This is an optimization exercise on Yosys and OpenROAD, whose aim is small area, not a production implementation.
The RTL was checked by simulation tests, not by an equivalence proof against the original design.
Power is estimated from default activity; no workload was simulated.

==> job 7095 <==
==> flow/design.v <==
module i2c_controller #(
    parameter SCL_DIV = 60
)  (
    input clk_i,
    input reset_i,
    output sda_o,
    output scl_o,
    input sda_i,
    output [11:0] imem_addr_o,
    input [15:0] imem_data_i,
    output [11:0] read_tag_o,
    output [7:0] read_data_o,
    output read_data_valid_o,
    output nak_o,
    output nak_valid_o,
    output logic [5:0] trigger_o,
    input [5:0] trigger_i
);
    localparam CW = (SCL_DIV <= 64) ? 6 : 16;   
    localparam [CW-1:0] C_LAST = SCL_DIV - 1;
    localparam [CW-1:0] C_FELL = 1;
    localparam [CW-1:0] C_ROSE = (SCL_DIV >> 1) + 1;
    localparam [CW-1:0] C_IDLE = (SCL_DIV >> 1) + 2;
    localparam [2:0] T_IDLE = 3'd0, T_ARMED = 3'd1, T_PRE = 3'd2, T_START = 3'd3,
                     T_TXRX = 3'd4, T_TREG = 3'd5, T_TRS = 3'd6, T_TSTOP = 3'd7;
    logic [CW-1:0] cnt;
    logic [2:0] tstate;
    logic [3:0] bit_addr;
    logic sda, scl, scn;
    logic mode;              
    logic [1:0] fec;         
    logic rdack;
    logic [7:0] wr;          
    logic [7:0] rd;          
    logic tx_ev;             
    logic ev_o;              
    wire fell = (cnt == C_FELL);
    wire rose = (cnt == C_ROSE);
    wire ready = (tstate[2:1] == 2'b00);
    assign sda_o = sda;
    assign scl_o = scl;
    assign read_data_o = rd;
    assign nak_o = wr[0];
    assign read_data_valid_o = ev_o & mode;
    assign nak_valid_o = ev_o & ~mode;
    localparam [2:0] C_FETCH = 3'd0, C_DECODE = 3'd1, C_XF = 3'd2, C_XE = 3'd3,
                     C_CB = 3'd4, C_WAIT = 3'd5;
    logic [2:0] cstate;
    logic [11:0] pc;
    logic [15:0] ir;
    logic [15:0] arg;
    logic zflag;
    logic hit;
    logic [11:0] read_tag;
    assign imem_addr_o = pc;
    assign read_tag_o = read_tag;
    wire [3:0] op = ir[15:12];
    wire dec = (cstate == C_DECODE);
    wire xe_go = (cstate == C_XE) && ready;
    wire last = (ir[7:0] == 8'd1);
    wire n_zero = (ir[7:0] == 8'd0);
    wire imem_zero = (imem_data_i == 16'd0);
    logic tick;
    always_comb begin
        tick = 1'b1;
        for (int i = 0; i < 15; i++)
            if (i < ir[11:8]) tick = tick & arg[i];
    end
    wire wait_done = n_zero | (last & tick);
    wire cb_ok = &((rd & arg[7:0]) | ~arg[7:0]) & &((~rd & arg[15:8]) | ~arg[15:8]);
    wire jrel = dec && (op == 4'b1001);
    wire jabs = (dec && (op == 4'b1000)) || ((cstate == C_CB) && !cb_ok);
    wire ld_arg = (dec && (op == 4'b1010) && ready) ||
                  ((cstate == C_XF) && !ir[13] && !ir[10]);
    wire pc_inc = (cstate == C_FETCH) || ld_arg;
    wire [11:0] pc_sum = pc + (jrel ? ir[11:0] : 12'd1);
    logic [15:0] ir_d;
    always_comb begin
        ir_d = ir;
        if (cstate == C_FETCH) ir_d = imem_data_i;
        else begin
            if (xe_go) ir_d[13] = ~ir[13];
            if ((xe_go && !n_zero) || ((cstate == C_WAIT) && tick)) ir_d[7:0] = ir[7:0] - 8'd1;
        end
    end
    wire set_tag = (cstate == C_FETCH) && (op == 4'b0001);
    always_ff @(posedge clk_i) begin
        ir <= ir_d;
        hit <= |(ir_d[5:0] & trigger_i) | |(ir_d[11:6] & ~trigger_i);
        ev_o <= tx_ev;
        if (jabs) pc <= ir[11:0];
        else if (pc_inc || jrel) pc <= pc_sum;
        if (ld_arg) begin
            arg <= imem_data_i;
            zflag <= imem_zero;
        end
        if (dec && (op == 4'b0100)) begin
            arg <= '0;
            zflag <= n_zero;
        end
        if (cstate == C_WAIT) arg[14:0] <= arg[14:0] + 15'd1;
        case (cstate)
            C_FETCH: cstate <= C_DECODE;
            C_DECODE: begin
                case (op)
                    4'b0000: cstate <= C_XF;
                    4'b0001: if (ready) cstate <= C_FETCH;
                    4'b0100: cstate <= zflag ? C_FETCH : C_WAIT;
                    4'b0101: if (hit) cstate <= C_FETCH;
                    4'b0110: begin
                        trigger_o <= ir[5:0];
                        cstate <= C_FETCH;
                    end
                    4'b1010: if (ready) cstate <= C_CB;
                    default: cstate <= C_FETCH;
                endcase
            end
            C_XF: cstate <= C_XE;
            C_XE: if (ready) cstate <= last ? C_FETCH : C_XF;
            C_CB: cstate <= C_FETCH;
            C_WAIT: if (wait_done) cstate <= C_FETCH;
            default: cstate <= C_FETCH;
        endcase
        if (!tx_ev) begin
            if (reset_i) read_tag <= '0;
            else if (set_tag) read_tag <= ir[11:0];
            else if (read_data_valid_o) read_tag <= read_tag + 12'd1;
        end
        if (reset_i) begin
            pc <= '0;
            cstate <= C_FETCH;
            trigger_o <= '0;
        end
    end
    always_ff @(posedge clk_i) begin
        cnt <= (cnt == C_LAST) ? '0 : cnt + 1'b1;
        tx_ev <= 1'b0;
        if (xe_go) begin
            mode <= ir[10];
            if (last) begin
                if (ir[9:8] != 2'b11) fec <= ir[9:8];
                rdack <= ~ir[11];
            end else begin
                fec <= 2'b00;
                rdack <= 1'b1;
            end
            wr <= ir[13] ? arg[7:0] : arg[15:8];
            tstate <= T_ARMED;
        end
        case (tstate)
            T_IDLE: scl <= scn;
            T_ARMED: begin
                scl <= scn;
                tstate <= T_PRE;
            end
            T_PRE: if (fell) tstate <= T_START;
            T_START: if (rose) begin
                sda <= 1'b0;
                tstate <= T_TXRX;
                bit_addr <= '0;
            end
            T_TXRX: begin
                if (fell) begin
                    scl <= 1'b0;
                    if (bit_addr[3]) sda <= ~(mode & rdack);
                    else sda <= mode | wr[7];
                    if (mode && (bit_addr == 4'd9)) tx_ev <= 1'b1;
                end
                if (rose) begin
                    if (bit_addr == 4'd9) begin
                        case (fec)
                            2'b00: tstate <= T_TREG;
                            2'b01: tstate <= T_TRS;
                            2'b10: tstate <= T_TSTOP;
                            default: ;
                        endcase
                        bit_addr <= '0;
                    end else begin
                        scl <= 1'b1;
                        bit_addr <= bit_addr + 1'b1;
                        if (!mode) wr <= {wr[6:0], sda_i};
                        else if (!bit_addr[3]) rd <= {rd[6:0], sda_i};
                        if (!mode && bit_addr[3]) tx_ev <= 1'b1;
                    end
                end
            end
            T_TREG: begin
                scl <= 1'b0;
                sda <= 1'b1;
                if (fell) bit_addr <= bit_addr + 1'b1;
                if ((cnt == C_IDLE) && bit_addr[0]) begin
                    scn <= 1'b0;
                    tstate <= T_IDLE;
                end
            end
            T_TRS: begin
                if (fell) begin
                    bit_addr <= bit_addr + 1'b1;
                    sda <= (bit_addr >= 4'd1);
                    scl <= (bit_addr >= 4'd2);
                end
                if (rose && (bit_addr == 4'd2)) begin
                    scn <= 1'b1;
                    tstate <= T_IDLE;
                end
            end
            T_TSTOP: begin
                if (fell) begin
                    bit_addr <= bit_addr + 1'b1;
                    if (bit_addr == 4'd0) scl <= 1'b0;
                    sda <= (bit_addr >= 4'd2);
                end
                if (rose) begin
                    scl <= 1'b1;
                    if (bit_addr == 4'd2) begin
                        scn <= 1'b1;
                        tstate <= T_IDLE;
                        sda <= 1'b1;
                    end
                end
            end
        endcase
        if (reset_i) begin
            cnt <= '0;
            tstate <= T_IDLE;
            sda <= 1'b1;
            scl <= 1'b1;
            scn <= 1'b1;
        end
    end
endmodule
==> flow/flow/run.sh <==
#!/bin/bash
# Standard ORFS layout (the standard.sh, unchanged synthesis and steps) with:
#  - port buffers made from the smallest buffer cell (buf_1); every input and
#    output port still gets its own buffer;
#  - a smaller clock tree: clkbuf_8 leaf/root buffers, larger sink clusters,
#    no dummy loads.
# The full make output goes to standard_flow.log in the work folder.
set -euo pipefail
export BUFFER_PORTS_ARGS="-buffer_cell sky130_fd_sc_hd__buf_1"
export CTS_ARGS="-sink_clustering_enable -repair_clock_nets -buf_list sky130_fd_sc_hd__clkbuf_8 -sink_clustering_size 20 -sink_clustering_max_diameter 60 -dont_use_dummy_load"
bash standard.sh finish > standard_flow.log 2>&1
==> flow/standard.sh <==
#!/bin/bash
# synth_recipe.tcl (not shown) runs the flow's synth.tcl, then flattens the netlist and writes it again
# the make line also repeats each setting of config.mk as NAME=value (left out here)
make -C /OpenROAD-flow-scripts/flow DESIGN_CONFIG=/design/flow/config.mk WORK_HOME=/design/flow/orfs CLKGATE_MAP_FILE= SYNTH_SCRIPT=/design/flow/synth_recipe.tcl "${@:-finish}"
==> flow/config.mk <==
export PLATFORM = sky130hd
export DESIGN_NAME = i2c_controller
export DESIGN_NICKNAME = i2c_controller
export VERILOG_FILES = /design/flow/design.v
export SDC_FILE = /design/flow/constraint.sdc
export NUM_CORES = 4
export LEC_CHECK = 0
export CAP_MARGIN = 20
export CORE_MARGIN = 2
export CORE_UTILIZATION = 40
export PLACE_DENSITY = 0.6
export SLEW_MARGIN = 20
==> flow/constraint.sdc <==
create_clock -name core_clock -period 10.0 [get_ports {clk_i}]
set_input_delay 2.0000 -clock core_clock [delete_from_list [all_inputs] [get_ports {clk_i}]]
set_output_delay 2.0000 -clock core_clock [all_outputs]
set_load 0.01 [all_outputs]
==> job 7501 (differences from job 7095) <==
--- a/flow/design.v
+++ b/flow/design.v
@@ -16,7 +16,7 @@
     output logic [5:0] trigger_o,
     input [5:0] trigger_i
 );
-    localparam CW = (SCL_DIV <= 64) ? 6 : 16;   
+    localparam CW = 6;   
     localparam [CW-1:0] C_LAST = SCL_DIV - 1;
     localparam [CW-1:0] C_FELL = 1;
     localparam [CW-1:0] C_ROSE = (SCL_DIV >> 1) + 1;
==> flow/flow/run.sh (replaced) <==
#!/bin/bash
# Standard ORFS layout (the standard.sh, unchanged synthesis and steps) with:
#  - port buffers made from the smallest buffer cell (buf_1); every input and
#    output port still gets its own buffer;
#  - a smaller clock tree: clkbuf_8 leaf/root buffers, larger sink clusters,
#    no dummy loads;
#  - power recovery after global routing (RECOVER_POWER), which downsizes
#    cells on paths with timing slack to spare.
# The full make output goes to standard_flow.log in the work folder.
set -euo pipefail
export BUFFER_PORTS_ARGS="-buffer_cell sky130_fd_sc_hd__buf_1"
export CTS_ARGS="-sink_clustering_enable -repair_clock_nets -buf_list sky130_fd_sc_hd__clkbuf_8 -sink_clustering_size 20 -sink_clustering_max_diameter 60 -dont_use_dummy_load"
export RECOVER_POWER=100
bash standard.sh finish > standard_flow.log 2>&1
==> qor summary <==
Capture point of the worst path: job 7095 pc[11]; job 7501 read_tag[0]
Critical path's largest stage delay: job 7095 690 ps; job 7501 1350 ps
Share of total power in sequential cells: job 7095 58.2%; job 7501 58.1%
Final design area excluding fillers: job 7095 0.006963 mm^2; job 7501 0.006944 mm^2
Source of the critical timing path: job 7095 ir[13]; job 7501 reset_i
Routed length on met1: job 7095 7724 um; job 7501 7633 um
Static Leakage: job 7095 2.664 nW; job 7501 2.650 nW
Result of the run: job 7095 timing/DRC/antenna clean; job 7501 failed layout checks
Layout check failures: job 7095 -; job 7501 capacitance limit, slew limit
Number of stages on the worst setup path: job 7095 14; job 7501 3
Setup slack on the worst flop-to-flop path: job 7095 5670 ps; job 7501 5590 ps
Fillcell total: job 7095 1592; job 7501 1596
Worst path required time: job 7095 10220 ps; job 7501 10000 ps
Area used by multi-input combinational logic: job 7095 0.003617 mm^2; job 7501 0.003603 mm^2
Avg Vias per Cell: job 7095 5.647; job 7501 5.656
Sequential share of cell area: job 7095 37.09%; job 7501 37.19%
Switching share of total power: job 7095 31.22%; job 7501 31.36%
Net Switching: job 7095 0.2922 mW; job 7501 0.2941 mW
Worst slew margin relative to its limit: job 7095 37.17%; job 7501 -27.60%
Cell Pwr Density: job 7095 134.4 mW/mm^2; job 7501 135.1 mW/mm^2
Fraction of standard cell area in multi-input logic: job 7095 51.95%; job 7501 51.89%

-- what the ideal ports hide --
The results above use ideal ports. As a check the final layouts listed here were re-extracted and re-timed, cells and wires unchanged.
Step 1, drivers: a clkbuf_16 drives clk_i and a buf_2 each remaining input, both assumed.
Step 2 times the ports against the registers' clock, not the clock port: input delays grow and output delays shrink by t, the midpoint of the rising clock arrivals with the driver on.
Three values: ideal, step 1, step 2; two values: the first two.
| run | t (ns) | setup slack, ns | hold slack, ns | cell pins on the clock port's net |
|---|---|---|---|---|
| job 7095 | 0.408 | 5.672 / 5.672 / 5.672 | 0.374 / 0.374 / 0.374 | 1 |
| job 7501 | 0.412 | 5.576 / 5.577 / 5.165 | 0.364 / 0.364 / 0.364 | 1 |
For job 7501, which loses most, drivers alone change the setup slack by +0.001 ns; drivers and shift together by -0.411 ns.
